Context: an optimization exercise on an open-source flow, tuned for a short achievable clock period and few clock cycles. The choices shown serve that exercise and are no tape-out recipe.
Only simulation tests tie the RTL to the original design; equivalence was not proved.
Power and IR drop assume default switching activity.

$ cat design/flow/config.mk
export PLATFORM = sky130hd
export DESIGN_NAME = mips
export DESIGN_NICKNAME = mips
export VERILOG_FILES = /design/flow/design.v
export SDC_FILE = /design/flow/constraint.sdc
export NUM_CORES = 4
export LEC_CHECK = 0
export ABC_CLOCK_PERIOD_IN_PS = 2000
export CAP_MARGIN = 20
export CORE_MARGIN = 2
export CORE_UTILIZATION = 25
export PLACE_DENSITY = 0.45
export SETUP_SLACK_MARGIN = 5
export SLEW_MARGIN = 20
$ cat design/flow/constraint.sdc
create_clock -name core_clock -period 9.0 [get_ports {clk}]
set_input_delay 1.8000 -clock core_clock [delete_from_list [all_inputs] [get_ports {clk}]]
set_output_delay 1.8000 -clock core_clock [all_outputs]
set_load 0.01 [all_outputs]
$ cat design/flow/design.v
`timescale 1ns / 1ps
`timescale 1ns / 1ps
`default_nettype none
module mips(
	input wire clk,
	input wire reset,
	output wire [31:0] imem_addr,
	input wire [31:0] imem_data,
	output wire [31:0] dmem_addr,
	output wire [3:0] dmem_we,
	output wire [31:0] dmem_wdata,
	input wire [31:0] dmem_rdata,
	output wire rf_we,
	output wire [4:0] rf_waddr,
	output wire [31:0] rf_wdata
    );
	reg [31:0] pc_f;					 
	reg [31:0] pc_n;					 
	wire [31:0] pc_i = ~pc_n;
	reg [25:0] ir;						 
	reg [31:1] rs_oh, rt_oh;			 
	reg rs_nz, rt_nz;
	reg [4:0] wa_d;						 
	reg use_rs_e, use_rt_e, use_rt_s, use_rs_d;
	reg jimm_d, beq_same, beq_cmp;
	reg ld_d, lb_d, sw_d, sb_d, sub_d, or_d, orr_d;
	reg k_sext, k_zext, k_lui, k_link, k_rt, k_rtn;	 
	reg [31:0] bt_d;					 
	reg [31:0] link_d;				 
	reg [3:0] pc4hi_d;				 
	reg [31:0] de_a, de_b, de_sd, de_bt;
	reg de_fa_m, de_fa_n;				 
	reg de_fb_mp, de_fb_mn, de_fb_n;	 
	reg de_fs_m, de_fs_n;				 
	reg [4:0] de_rd;					 
	reg de_orr;						 
	reg de_load, de_lb, de_sw, de_sb, de_mem, de_beq, de_sub, de_or;
	reg [31:0] em_res, em_res_n, em_addr, em_wdata;
	reg [3:0] em_we;
	reg [4:0] em_rd;
	reg em_load, em_lb;
	reg [31:0] mw_val;
	reg [4:0] mw_rd;
	reg w_we;
	reg [4:0] w_waddr;
	reg [31:0] w_wdata;
	reg [31:0] rf [1:31];
	assign imem_addr = pc_f;
	assign dmem_addr = em_addr;
	assign dmem_we = em_we;
	assign dmem_wdata = em_wdata;
	assign rf_we = w_we;
	assign rf_waddr = w_waddr;
	assign rf_wdata = w_wdata;
	wire [29:0] pc4_f, pc8_f, bt_f;
	ks_add #(30) inc4(.a(pc_i[31:2]), .b(30'd0), .cin(1'b1), .s(pc4_f));
	ks_add #(30) inc8(.a(pc_i[31:2]), .b(30'd1), .cin(1'b1), .s(pc8_f));
	wire [16:0] bt_lo;
	wire [13:0] hi_p, hi_m;
	ks_add #(17) blo(.a({1'b0, pc_i[17:2]}), .b({1'b0, imem_data[15:0]}), .cin(1'b1), .s(bt_lo));
	ks_add #(14, 4) bhp(.a(pc_i[31:18]), .b(14'd0), .cin(1'b1), .s(hi_p));
	ks_add #(14, 4) bhm(.a(pc_i[31:18]), .b(14'h3FFF), .cin(1'b0), .s(hi_m));
	assign bt_f[15:0] = bt_lo[15:0];
	assign bt_f[29:16] = (bt_lo[16] == imem_data[15]) ? pc_i[31:18] : bt_lo[16] ? hi_p : hi_m;
	wire [5:0] f_op = imem_data[31:26];
	wire [5:0] f_fn = imem_data[5:0];
	wire [4:0] f_rs = imem_data[25:21];
	wire [4:0] f_rt = imem_data[20:16];
	wire [4:0] f_rd = imem_data[15:11];
	wire f_rtype = (f_op == 6'h00);
	wire f_addu = f_rtype && (f_fn == 6'h21);
	wire f_subu = f_rtype && (f_fn == 6'h23);
	wire f_jr   = f_rtype && (f_fn == 6'h08);
	wire f_jalr = f_rtype && (f_fn == 6'h09);
	wire f_addi = (f_op == 6'h08);
	wire f_ori  = (f_op == 6'h0D);
	wire f_lui  = (f_op == 6'h0F);
	wire f_lw   = (f_op == 6'h23);
	wire f_lb   = (f_op == 6'h20);
	wire f_sw   = (f_op == 6'h2B);
	wire f_sb   = (f_op == 6'h28);
	wire f_beq  = (f_op == 6'h04);
	wire f_j    = (f_op == 6'h02);
	wire f_jal  = (f_op == 6'h03);
	wire f_bsame = f_beq && (f_rs == f_rt);		 
	wire f_bcmp  = f_beq && (f_rs != f_rt);
	wire [4:0] f_wa = (f_addu | f_subu | f_jalr) ? f_rd :
					  (f_addi | f_ori | f_lui | f_lw | f_lb) ? f_rt :
					  f_jal ? 5'd31 : 5'd0;
	wire [31:1] f_rs_oh, f_rt_oh;
	genvar g;
	generate
		for (g = 1; g < 32; g = g + 1) begin : dec
			assign f_rs_oh[g] = (f_rs == g);
			assign f_rt_oh[g] = (f_rt == g);
		end
	endgenerate
	reg [7:0] ld_byte;
	always @(*) begin
		case (em_res[1:0])
			2'b00: ld_byte = dmem_rdata[7:0];
			2'b01: ld_byte = dmem_rdata[15:8];
			2'b10: ld_byte = dmem_rdata[23:16];
			default: ld_byte = dmem_rdata[31:24];
		endcase
	end
	wire [31:0] val_m = !em_load ? em_res :
						em_lb ? {{24{ld_byte[7]}}, ld_byte} : dmem_rdata;
	wire [4:0] rs = ir[25:21];
	wire [4:0] rt = ir[20:16];
	wire [15:0] imm = ir[15:0];
	reg [31:0] rs_rf, rt_rf;
	integer i;
	always @(*) begin
		rs_rf = 32'd0;
		rt_rf = 32'd0;
		for (i = 1; i < 32; i = i + 1) begin
			rs_rf = rs_rf | ({32{rs_oh[i]}} & rf[i]);
			rt_rf = rt_rf | ({32{rt_oh[i]}} & rf[i]);
		end
	end
	wire rs_e = rs_nz && (rs == de_rd);
	wire rt_e = rt_nz && (rt == de_rd);
	wire rs_m = rs_nz && (rs == em_rd);
	wire rt_m = rt_nz && (rt == em_rd);
	wire rs_w = rs_nz && (rs == mw_rd);
	wire rt_w = rt_nz && (rt == mw_rd);
	wire [31:0] rs_wv = rs_w ? mw_val : rs_rf;
	wire [31:0] rt_wv = rt_w ? mw_val : rt_rf;
	wire [31:0] rs_v = rs_m ? val_m : rs_wv;
	wire [31:0] rt_v = rt_m ? val_m : rt_wv;
	wire stall = (de_load && ((use_rs_e && rs_e) || ((use_rt_e || use_rt_s) && rt_e))) ||
				 (use_rs_d && ((rs_e && !de_orr) || (rs_m && em_load)));
	wire [31:0] jt_d  = {pc4hi_d, ir[25:0], 2'b00};
	wire [31:0] jv_d  = rs_e ? or_e : rs_m ? em_res : rs_wv;
	wire [31:0] b_val = ({32{k_sext}} & {{16{imm[15]}}, imm}) |
						({32{k_zext}} & {16'd0, imm}) |
						({32{k_lui}} & {imm, 16'd0}) |
						({32{k_link}} & link_d) |
						({32{k_rt}} & rt_v) |
						({32{k_rtn}} & ~rt_v);
	wire [31:0] a_e  = ({32{de_fa_m}} & em_res) | ({32{de_fa_n}} & de_a);
	wire [31:0] b_e  = ({32{de_fb_mp}} & em_res) | ({32{de_fb_mn}} & em_res_n) | ({32{de_fb_n}} & de_b);	 
	wire [31:0] sd_e = ({32{de_fs_m}} & em_res) | ({32{de_fs_n}} & de_sd);
	wire [31:0] sum_e;
	ks_add #(32) alu(.a(a_e), .b(b_e), .cin(de_sub), .s(sum_e));
	wire [31:0] or_e = a_e | b_e;
	wire [31:0] res_e = de_or ? or_e : sum_e;
	wire e_taken = de_beq && (a_e == b_e);
	wire [31:0] npc = reset ? 32'h00003000 :
					  e_taken ? de_bt :
					  stall ? pc_i :
					  use_rs_d ? jv_d :
					  jimm_d ? jt_d :
					  beq_same ? bt_d : {pc4_f, 2'b00};
	always @(posedge clk) begin
		pc_f <= npc;
		pc_n <= ~npc;
		if (reset || (e_taken && !stall)) begin	 
			ir <= 26'd0;
			rs_oh <= 31'd0;
			rt_oh <= 31'd0;
			rs_nz <= 1'b0;
			rt_nz <= 1'b0;
			wa_d <= 5'd0;
			use_rs_e <= 1'b0;
			use_rt_e <= 1'b0;
			use_rt_s <= 1'b0;
			use_rs_d <= 1'b0;
			jimm_d <= 1'b0;
			beq_same <= 1'b0;
			beq_cmp <= 1'b0;
			ld_d <= 1'b0;
			lb_d <= 1'b0;
			sw_d <= 1'b0;
			sb_d <= 1'b0;
			sub_d <= 1'b0;
			or_d <= 1'b0;
			orr_d <= 1'b0;
			k_sext <= 1'b0;
			k_zext <= 1'b0;
			k_lui <= 1'b0;
			k_link <= 1'b0;
			k_rt <= 1'b0;
			k_rtn <= 1'b0;
		end else if (!stall) begin
			ir <= imem_data[25:0];
			rs_oh <= f_rs_oh;
			rt_oh <= f_rt_oh;
			rs_nz <= (f_rs != 5'd0);
			rt_nz <= (f_rt != 5'd0);
			wa_d <= f_wa;
			use_rs_e <= f_addu | f_subu | f_addi | f_ori | f_lw | f_lb | f_sw | f_sb | f_bcmp;
			use_rt_e <= f_addu | f_subu | f_bcmp;
			use_rt_s <= f_sw | f_sb;
			use_rs_d <= f_jr | f_jalr;
			jimm_d <= f_j | f_jal;
			beq_same <= f_bsame;
			beq_cmp <= f_bcmp;
			ld_d <= f_lw | f_lb;
			lb_d <= f_lb;
			sw_d <= f_sw;
			sb_d <= f_sb;
			sub_d <= f_subu;
			or_d <= f_ori;
			orr_d <= f_ori | f_lui | f_jal | f_jalr;
			k_sext <= f_addi | f_lw | f_lb | f_sw | f_sb;
			k_zext <= f_ori;
			k_lui <= f_lui;
			k_link <= f_jal | f_jalr;
			k_rt <= f_addu | f_bcmp;
			k_rtn <= f_subu;
		end
		if (!stall) begin
			bt_d <= {bt_f, 2'b00};
			link_d <= {pc8_f, 2'b00};
			pc4hi_d <= pc4_f[29:26];
		end
		if (reset || stall) begin
			de_rd <= 5'd0;
			de_load <= 1'b0;
			de_sw <= 1'b0;
			de_sb <= 1'b0;
			de_mem <= 1'b0;
			de_beq <= 1'b0;
		end else begin
			de_rd <= wa_d;
			de_load <= ld_d;
			de_sw <= sw_d;
			de_sb <= sb_d;
			de_mem <= ld_d | sw_d | sb_d;
			de_beq <= beq_cmp;
		end
		de_lb <= lb_d;
		de_sub <= sub_d;
		de_orr <= orr_d;
		de_or <= or_d;
		de_a <= use_rs_e ? rs_v : 32'd0;
		de_b <= b_val;
		de_sd <= rt_v;
		de_bt <= bt_d;
		de_fa_m <= use_rs_e && rs_e;
		de_fa_n <= !(use_rs_e && rs_e);
		de_fb_mp <= use_rt_e && rt_e && !sub_d;
		de_fb_mn <= use_rt_e && rt_e && sub_d;
		de_fb_n <= !(use_rt_e && rt_e);
		de_fs_m <= rt_e;
		de_fs_n <= !rt_e;
		if (reset) begin
			em_rd <= 5'd0;
			em_load <= 1'b0;
			em_we <= 4'd0;
		end else begin
			em_rd <= de_rd;
			em_load <= de_load;
			em_we <= de_sw ? 4'b1111 : de_sb ? (4'b0001 << sum_e[1:0]) : 4'b0000;
		end
		em_lb <= de_lb;
		em_res <= res_e;
		em_res_n <= ~res_e;
		if (de_mem)
			em_addr <= sum_e;
		em_wdata <= de_sb ? {4{sd_e[7:0]}} : sd_e;
		if (reset) begin
			mw_rd <= 5'd0;
			w_we <= 1'b0;
		end else begin
			mw_rd <= em_rd;
			w_we <= (em_rd != 5'd0);
		end
		mw_val <= val_m;
		if (em_rd != 5'd0) begin
			w_waddr <= em_rd;
			w_wdata <= val_m;
		end
	end
	generate
		for (g = 1; g < 32; g = g + 1) begin : grf
			always @(posedge clk) begin
				if (reset)
					rf[g] <= 32'd0;
				else if (mw_rd == g)
					rf[g] <= mw_val;
			end
		end
	endgenerate
endmodule
module ks_add #(parameter W = 32, parameter L = 5) (
	input wire [W-1:0] a,
	input wire [W-1:0] b,
	input wire cin,
	output wire [W-1:0] s
    );
	wire [W-1:0] p0 = a ^ b;
	wire [(L+1)*W-1:0] G, P;
	assign G[W-1:0] = (a & b) | {{(W-1){1'b0}}, p0[0] & cin};
	assign P[W-1:0] = p0;
	genvar i, k;
	generate
		for (k = 0; k < L; k = k + 1) begin : lvl
			for (i = 0; i < W; i = i + 1) begin : bit_
				if (i >= (1 << k)) begin : op
					assign G[(k+1)*W+i] = G[k*W+i] | (P[k*W+i] & G[k*W+i-(1<<k)]);
					assign P[(k+1)*W+i] = P[k*W+i] & P[k*W+i-(1<<k)];
				end else begin : pass
					assign G[(k+1)*W+i] = G[k*W+i];
					assign P[(k+1)*W+i] = P[k*W+i];
				end
			end
		end
	endgenerate
	assign s = p0 ^ {G[L*W+W-2 -: W-1], cin};
endmodule
$ cat design/flow/flow/run.sh
#!/bin/bash
set -euo pipefail
cd "$(dirname "${BASH_SOURCE[0]}")/.."
bash standard.sh SETUP_SLACK_MARGIN=6.2 finish > standard_make.log 2>&1
$ cat design/flow/standard.sh
#!/bin/bash
# synth_recipe.tcl (not shown) runs the flow's synth.tcl, then flattens the netlist and writes it again
# the make line also repeats each setting of config.mk as NAME=value (left out here)
make -C /OpenROAD-flow-scripts/flow DESIGN_CONFIG=/design/flow/config.mk WORK_HOME=/design/flow/orfs CLKGATE_MAP_FILE= SYNTH_SCRIPT=/design/flow/synth_recipe.tcl "${@:-finish}"
==> results of run 1 <==
[critical path, stage by stage, from the launching register on]
cell                       delay [ns]
sky130_fd_sc_hd__dfxtp_4         0.37
sky130_fd_sc_hd__buf_12          0.13
sky130_fd_sc_hd__buf_16          0.14
sky130_fd_sc_hd__buf_12          0.13
sky130_fd_sc_hd__a222oi_1        0.42
sky130_fd_sc_hd__inv_1           0.14
sky130_fd_sc_hd__ha_4            0.27
sky130_fd_sc_hd__nor4_4          0.29
sky130_fd_sc_hd__nand4_1         0.16
sky130_fd_sc_hd__buf_4           0.19
sky130_fd_sc_hd__buf_6           0.11
sky130_fd_sc_hd__or4_4           0.52
sky130_fd_sc_hd__nor2_4          0.17
sky130_fd_sc_hd__buf_6           0.12
sky130_fd_sc_hd__buf_12          0.14
sky130_fd_sc_hd__nand2_4         0.06
sky130_fd_sc_hd__and2_4          0.13
[flip-flops by register name, indices dropped and copies added, names as in the netlist, 26 cells and up]
signal / cells
rf: 992
de_a: 32
de_b: 32
de_sd: 32
em_addr: 32
em_res: 32
em_res_n: 32
em_wdata: 32
mw_val: 32
pc_f: 32
pc_n: 32
w_wdata: 32
rs_oh: 31
rt_oh: 31
bt_d: 30
de_bt: 30
link_d: 30
ir: 26
[repair_timing]
action | CTS | global route
endpoints found under the setup margin | 1466 | 1130
gates resized for setup | 1677 | 368
hold buffers | 0 | 0
pin swaps | 206 | 168
cloned | 43 | 18
buffers inserted | 330 | 155
[logic make-up (layout without fill, tap and decap cells)]
| kind of cell | after synthesis | in the layout | share of synthesized area [%] |
|---|---|---|---|
| and+or+nand+nor | 3204 | 3211 | 18.66 |
| AOI/OAI and AO/OA | 2696 | 2703 | 24.79 |
| DFF | 1594 | 1594 | 45.78 |
| buffers and inverters | 1004 | 1446 | 5.426 |
| muxes | 150 | 150 | 2.181 |
| xor gates and xnor gates | 137 | 137 | 1.652 |
| adders and majority gates | 86 | 86 | 1.513 |
| other | 0 | 38 | 0 |
[placed cells by master (no fill, tap or decap), types with 56 or more instances in the layout]
cell and instances:
sky130_fd_sc_hd__clkbuf_16 198, sky130_fd_sc_hd__dfxtp_1 1309, sky130_fd_sc_hd__dfxtp_4 61, sky130_fd_sc_hd__a21oi_1 1120
sky130_fd_sc_hd__nand2_1 2182, sky130_fd_sc_hd__buf_4 456, sky130_fd_sc_hd__a22o_1 310, sky130_fd_sc_hd__buf_2 64
sky130_fd_sc_hd__buf_6 173, sky130_fd_sc_hd__a221oi_1 244, sky130_fd_sc_hd__edfxtp_1 133, sky130_fd_sc_hd__a21oi_2 85
sky130_fd_sc_hd__buf_12 106, sky130_fd_sc_hd__nand3_1 87, sky130_fd_sc_hd__nor2_1 214, sky130_fd_sc_hd__xnor2_1 72
sky130_fd_sc_hd__mux2i_1 77, sky130_fd_sc_hd__nand4_1 151, sky130_fd_sc_hd__a22oi_1 431, sky130_fd_sc_hd__buf_16 56
sky130_fd_sc_hd__nor3_1 75, sky130_fd_sc_hd__a222oi_1 111, sky130_fd_sc_hd__inv_1 143, sky130_fd_sc_hd__dfxtp_2 91
[worst max path at each step]
stage            startpoint          to  slack [ns]  depth (start not counted)
2_1_floorplan  imem_data[0]    bt_d[21]        4.91                         13
3_3_place_gp   imem_data[0]    bt_d[27]        3.09                         12
3_5_place_dp   imem_data[0]    bt_d[29]        3.24                         12
4_1_cts            de_fb_mp    pc_n[10]        5.47                         16
5_1_grt            de_fb_mp  em_res[30]        5.25                         15
6_report           de_fb_mp     pc_n[9]        5.38                         16
[per-layer routing]
metal  vias up  GRT usage, %  share of wire, %
li1      32405             -                 -
met1     40012         39.39                36
met2      7890         43.37                39
met3      2518         13.61                15
met4        34         25.00               9.7
met5         -        0.5918             0.067
[where the power goes]
| group | internal [mW] | switching [mW] | total [mW] | leakage (nW) |
|---|---|---|---|---|
| combinational | 0.360 | 0.684 | 1.04 | 17.3 |
| sequential | 7.23 | 0.117 | 7.34 | 13.3 |
| clock | 4.38 | 3.34 | 7.73 | 2.94 |
| total | 12.0 | 4.15 | 16.1 | 33.6 |
[final cells by class]
class                      instances  share of cell area (%)
tap                             3781                   4.895
inverter                         152                  0.6123
sequential                      1594                   34.75
antenna                           38                 0.09839
clock inverter                    73                  0.8635
timing repair buffer             965                   11.41
multi-input combinational       6287                   42.09
clock buffer                     256                   5.291
[stage by stage]
stage | total power, mW | worst slack [ns] | hold WS (ns) | std cells | cell area [sq um]
after CTS | 15.97 | 5.471 | 0.3391 | 12934 | 93190
after detailed placement | 8.251 | 3.238 | 0.3213 | 12232 | 79430
after global placement | 8.254 | 3.094 | 0.3148 | 12232 | 79430
final | 16.12 | 5.384 | 0.3389 | 13146 | 96650
after floorplan | 7.841 | 4.913 | 0.3096 | 8871 | 74000
after global routing | 16.37 | 5.250 | 0.3400 | 13111 | 96560
==> results.yml, run 1 <==
pwr:
  power_density_nw_per_um2: 166.8
  power.leakage_nw: 33.57
  power.ir.vdd_worst_mv: 0.2380
drt:
  dr_total_vias: 82859
  routed_via_density: 6.303
  routed_wl_um: 503800
  post-route-drc-count: 0
  first_iter_violations: 17313
  routedWlPerCell_um: 38.32
  dr.pass1.iters: 13
  remaining_number_of_nets_flagged_by_the_antenna_check_after_routing: 0
finish:
  fin_nets: 9332
  seqCellArea_sq_um: 33580
  final_layout_size_suffix_gt1_share_pct: 22.54
  post-route-util_pct: 33.51
  filler_cell_count: 29485
  syn_to_final_growth_pct: 33.10
  multi_input_logic_area_sq_um: 40680
sta:
  setup_total_negative_slack_ns: 0
  fmax_mhz: 276.5
  clock_skew_ns: 0.05465
  max-slew-margin-rel_pct: 1.379
  layout_worst_path_cycle_share_pct: 40.18
  hold_viol_final: 0
  layout_min_cycle_time_ns: 3.616
  worst_slew_pin_slew_ns: 1.479
  report.final.setup_viol: 0
  timing_max_transition_violations_final: 0
  unrepaired_setup_endpoints_after_global_routing: "yes"
clock_tree:
  ctsLongestPathBuffers: 3
  clock_tree_from_tritoncts: "built"
  clk_pin_slew_worst_paths_ns: 0.06
  root_buffer: "sky130_fd_sc_hd__clkbuf_16"
  cts-htree-levels: 4
  number_of_buffers_inserted_during_clock_tree_synthesis: 180
  insertion_delay_ns: 0.94
  numClockSinks: 1594
floorplanning:
  floorplan.initialDensity_pct: 25.18
  ios: 204
  dieWidth_um: 542.9
  row_count: 197
  dieHeight_um: 542.9
  floorplan.die_area_sq_um: 294800
  placeableCoreArea_sq_um: 288400
global_route:
  globalRoute.totalOverflow: 0
  grt_usage_pct: 32.03
  grt_pass1_vias: 73772
  number_of_antenna_violations_at_the_first_check_in_global_routing: 48
  wire_length_of_the_first_global_routing_pass_um: 650900
  largest_net_degree_at_the_start_of_global_routing: 218
logic_synthesis:
  synth_cell_types: 80
  netlist_instances: 8871
  synth_top_area_share_pct: 40.28
  synth.cell_area_sq_um: 72610
  mappedNetlistNets: 9023
  synthArstFlopShare_pct: 0
  synth_edf_count: 133
  synth_area_leaders: "sky130_fd_sc_hd__dfxtp_1 (40%), sky130_fd_sc_hd__nand2_1 (12%), sky130_fd_sc_hd__a21oi_1 (8.4%), sky130_fd_sc_hd__edfxtp_1 (5.5%), sky130_fd_sc_hd__a22oi_1 (4.5%)"
  yosysWarnings: 2
  yosys.area.top_type: "sky130_fd_sc_hd__dfxtp_1"
  avgSynthCellArea_sq_um: 8.185
  synth_common_cells: "sky130_fd_sc_hd__nand2_1 (2,246), sky130_fd_sc_hd__dfxtp_1 (1,461), sky130_fd_sc_hd__a21oi_1 (1,215)"
  synth_seq_cells: 1594
  sequential_to_total_area_share_from_yosys_stat_pct: 45.78
  yosys.cell_count.top_type: "sky130_fd_sc_hd__nand2_1"
  dominantRegCellSynth: "sky130_fd_sc_hd__dfxtp_1"
worst_setup_path:
  r2r.worst_path.cells: 16
  startpoint_type: "flip-flop"
  reg2reg_from: "de_fb_mp"
  endpoint_kind: "flip-flop"
  critical_path.max_fanout: 8
  r2r_end: "pc_n[9]"
  critical_path_required_ns: 9.79
  timing_worst_setup_path_type: "reg2reg"
  crit_arrival_ns: 4.41
  reg2reg_slack_ns: 5.38
flow_run:
  maxcap_violations: 0
hold_path:
  min_delay_worst_endpoint: "em_lb"
  worst_hold_path_type: "reg2reg"
  hold_path_depth: 0
  worstHoldStart: "de_lb"
outcome:
  run_status: "timing/DRC/antenna clean"
place:
  finalWeightedCongestion: 0.9675
  place_hpwl_um: 275300
  port_buffers: 203
Testbench counts, summed over its fixed seeds: cycles 239,688.
==> run 2: changes to the inputs <==
==> design/flow/run.sh (new file) <==
#!/bin/bash
# synth_recipe.tcl (not shown) runs the flow's synth.tcl, then flattens the netlist and writes it again
# the make line also repeats each setting of config.mk as NAME=value (left out here)
make -C /OpenROAD-flow-scripts/flow DESIGN_CONFIG=/design/flow/config.mk WORK_HOME=/design/flow/orfs CLKGATE_MAP_FILE= SYNTH_SCRIPT=/design/flow/synth_recipe.tcl finish
removed: design/flow/flow/run.sh
removed: design/flow/standard.sh
==> run 2 against run 1 <==
Compared with the run above: still clean; count of clock-buffer cells in the layout up 28; cell area down 12%; hold slack worse by 0.0074 ns; utilization down 3.9 points; fmax down 13%; routed wire length down 7.8%; clock skew down 0.019 ns; sequential power about the same; sequential share of layout area up 4.2 points.
==> results.yml, run 2 <==
clock_tree:
  postCtsHoldBufs: 0
  number_of_buffers_inserted_during_clock_tree_synthesis: 187
  root_buffer: "sky130_fd_sc_hd__clkbuf_16"
  clock_tree_from_tritoncts: "built"
  insertion_delay_ns: 0.89
  cts-htree-levels: 4
  ctsLongestPathBuffers: 3
  numClockSinks: 1594
  clk_pin_slew_worst_paths_ns: 0.06
logic_synthesis:
  synth_edf_count: 133
  synth_area_leaders: "sky130_fd_sc_hd__dfxtp_1 (40%), sky130_fd_sc_hd__nand2_1 (12%), sky130_fd_sc_hd__a21oi_1 (8.4%), sky130_fd_sc_hd__edfxtp_1 (5.5%), sky130_fd_sc_hd__a22oi_1 (4.5%)"
  dominantRegCellSynth: "sky130_fd_sc_hd__dfxtp_1"
  yosys.area.top_type: "sky130_fd_sc_hd__dfxtp_1"
  synth.cell_area_sq_um: 72610
  netlist_instances: 8871
  synth_top_area_share_pct: 40.28
  mappedNetlistNets: 9023
  synth_seq_cells: 1594
  sequential_to_total_area_share_from_yosys_stat_pct: 45.78
  synth_common_cells: "sky130_fd_sc_hd__nand2_1 (2,246), sky130_fd_sc_hd__dfxtp_1 (1,461), sky130_fd_sc_hd__a21oi_1 (1,215)"
  yosysWarnings: 2
  avgSynthCellArea_sq_um: 8.185
  synthArstFlopShare_pct: 0
  synth_cell_types: 80
  yosys.cell_count.top_type: "sky130_fd_sc_hd__nand2_1"
finish:
  final_layout_size_suffix_gt1_share_pct: 9.741
  syn_to_final_growth_pct: 17.79
  finish.instance_area_sq_um: 85530
  max_flop_register: "rf"
  layoutNonFillerInstCount: 12624
  most-common-layout-cells: "sky130_fd_sc_hd__nand2_1 (2,209), sky130_fd_sc_hd__dfxtp_1 (1,375), sky130_fd_sc_hd__a21oi_1 (1,213), sky130_fd_sc_hd__a22oi_1 (437), sky130_fd_sc_hd__a22o_1 (312)"
  post-route-util_pct: 29.66
  mostFrequentLayoutCell: "sky130_fd_sc_hd__nand2_1"
  fin_nets: 8807
  max_ffs_per_register: 992
worst_setup_path:
  reg2reg_from: "rs_oh[1]"
  timing_worst_setup_path_type: "reg2reg"
  crit_arrival_ns: 4.93
  reg2reg_slack_ns: 4.83
  critical_path_required_ns: 9.76
  critical_path.max_fanout: 20
  r2r_end: "pc_f[12]"
  r2r.worst_path.cells: 10
  startpoint_type: "flip-flop"
  endpoint_kind: "flip-flop"
sta:
  clock_skew_ns: 0.03564
  layout_worst_path_cycle_share_pct: 46.29
  setup_total_negative_slack_ns: 0
  max-slew-margin-rel_pct: 2.919
  unrepaired_setup_endpoints_after_global_routing: "no"
  timing_max_transition_violations_final: 0
  post-route-worst-setup-slack_ns: 4.834
  fin_worst_hold_slack_ns: 0.3315
  layout_min_cycle_time_ns: 4.166
  hold_viol_final: 0
  fmax_mhz: 240.1
  worst_slew_pin_slew_ns: 1.445
  report.final.setup_viol: 0
pwr:
  power.leakage_nw: 28.92
  power_density_nw_per_um2: 189.8
  power.total_mw: 16.24
  combinationalPowerShare_pct: 4.7
  net-switching-power_mw: 4.108
  clkPwrFrac_pct: 50.0
  sequentialPowerShare_pct: 45.3
  intPower_mw: 12.13
  power.switching_fraction_pct: 25.30
  power.ir.vdd_worst_mv: 0.1491
drt:
  post-route-drc-count: 0
  dr.pass1.iters: 10
  first_iter_violations: 16293
  routed_wl_um: 464300
  routed_via_density: 6.181
  remaining_number_of_nets_flagged_by_the_antenna_check_after_routing: 0
  routedWlPerCell_um: 36.78
  dr_total_vias: 78028
global_route:
  number_of_antenna_violations_at_the_first_check_in_global_routing: 30
  grt_usage_pct: 30.22
  globalRoute.totalOverflow: 0
  grt_pass1_vias: 70894
  largest_net_degree_at_the_start_of_global_routing: 203
  wire_length_of_the_first_global_routing_pass_um: 617600
place:
  place_ws_ns: 3.297
  place_hpwl_um: 265300
  dpl.cell_count: 12224
  finalWeightedCongestion: 0.9621
  port_buffers: 203
  placed_area_sq_um: 78350
floorplanning:
  floorplan.die_area_sq_um: 294800
  row_count: 197
  placeableCoreArea_sq_um: 288400
  dieWidth_um: 542.9
  ios: 204
  floorplan.initialDensity_pct: 25.18
  dieHeight_um: 542.9
flow_run:
  maxcap_violations: 0
hold_path:
  worst_hold_path_type: "reg2reg"
  hold_path_depth: 0
  min_delay_worst_endpoint: "em_lb"
  worstHoldStart: "de_lb"
outcome:
  run_status: "timing/DRC/antenna clean"
run 2: cell counts after synthesis:
Identical to the previous run, type by type.
run 2: how the worst max path moves through the flow:
stage	start	to	slack [ns]
floorplan	imem_data[0]	bt_d[21]	4.91
global placement	imem_data[0]	bt_d[19]	3.18
detailed placement	imem_data[0]	bt_d[19]	3.30
CTS	rs_oh[1]	pc_f[12]	5.00
global route	de_fb_mp	em_res[20]	5.00
finish	rs_oh[1]	pc_f[12]	4.83
run 2: timing repair:
item                                    CTS  global route
endpoints found under the setup margin  231           190
gates cloned                              4             0
gates resized for setup                  53            49
buffers inserted                         13             4
pin swaps                                12            11
run 2: logic make-up after synthesis:
logic type                 after synthesis  share of synthesized area (%)
AOI/OAI and AO/OA                     2696                          24.79
xor gates and xnor gates               137                          1.652
adders and majority gates               86                          1.513
buffers and inverters                 1004                          5.426
DFF                                   1594                          45.78
muxes                                  150                          2.181
and+or+nand+nor                       3204                          18.66
run 2: routing by layer:
layer | GRT usage [%] | up-vias | part of all wire, % | wire length (um)
met5 | 0.4439 | - | 0.081 | 375
met4 | 19.24 | 20 | 7.8 | 36230
met3 | 10.38 | 1857 | 14 | 64370
met2 | 41.86 | 6905 | 39 | 182900
met1 | 39.54 | 37979 | 39 | 180500
li1 | - | 31267 | - | -
run 2: area by class of cell:
cell class                      count  area (sq um)
Antenna cell                       25         62.56
Clock buffer                      284          5570
Clock inverter                     68         829.5
Fill cell                       30465        202900
Inverter                          152         588.1
Multi-Input combinational cell   6277         36380
Sequential cell                  1594         33350
Tap cell                         3781          4731
Timing Repair Buffer              443          4020
run 2: power groups by stage:
stage	Sequential [mW]	Clock [mW]	Combinational, mW
final	7.35	8.12	0.767
after global routing	7.35	8.40	0.780
after CTS	7.35	8.13	0.728
after detailed placement	7.50	0	0.708
after global placement	7.50	0	0.708
after floorplan	7.43	0	0.369
run 2: worst max-delay path, stage by stage, from the launching register on:
cell and delay, ns:
sky130_fd_sc_hd__dfxtp_2 0.60, sky130_fd_sc_hd__buf_4 0.51, sky130_fd_sc_hd__a22o_1 0.27, sky130_fd_sc_hd__a221oi_1 0.29, sky130_fd_sc_hd__nand4_1 0.23, sky130_fd_sc_hd__or4_1 0.70
sky130_fd_sc_hd__o211ai_1 0.30, sky130_fd_sc_hd__a221oi_1 0.17, sky130_fd_sc_hd__buf_4 0.23, sky130_fd_sc_hd__or3_1 0.38, sky130_fd_sc_hd__a221o_1 0.31

-- afterwards: timing with drivers on the ports --
No port has a modelled driver above. Below, the same layouts with a new extraction and two added sets of constraints.
Step 1 sets driving cells, clkbuf_16 on the clock port and buf_2 on the other inputs (assumed; they add their load-dependent delay and slew).
Step 2 times the ports against the registers' clock, not the clock port: input delays grow and output delays shrink by t, the midpoint of the rising clock arrivals with the driver on.
Slacks: no drivers / after step 1 / after step 2; pairs: no drivers / after step 1.
run | t (ns) | slack for setup (ns) | worst hold slack (ns) | worst setup path after step 2 | pins driven straight from the clock port
run 1 | 1.008 | 5.384 / 5.384 / 4.467 | 0.339 / 0.339 / 0.339 | input to register | 1
run 2 | 0.977 | 4.834 / 4.834 / 4.166 | 0.331 / 0.331 / 0.331 | input to register | 1
After both steps setup and hold are still met in every run listed. The setup slack of run 1, which loses most, moves by 0.000 ns with the drivers and by -0.917 ns with both steps.
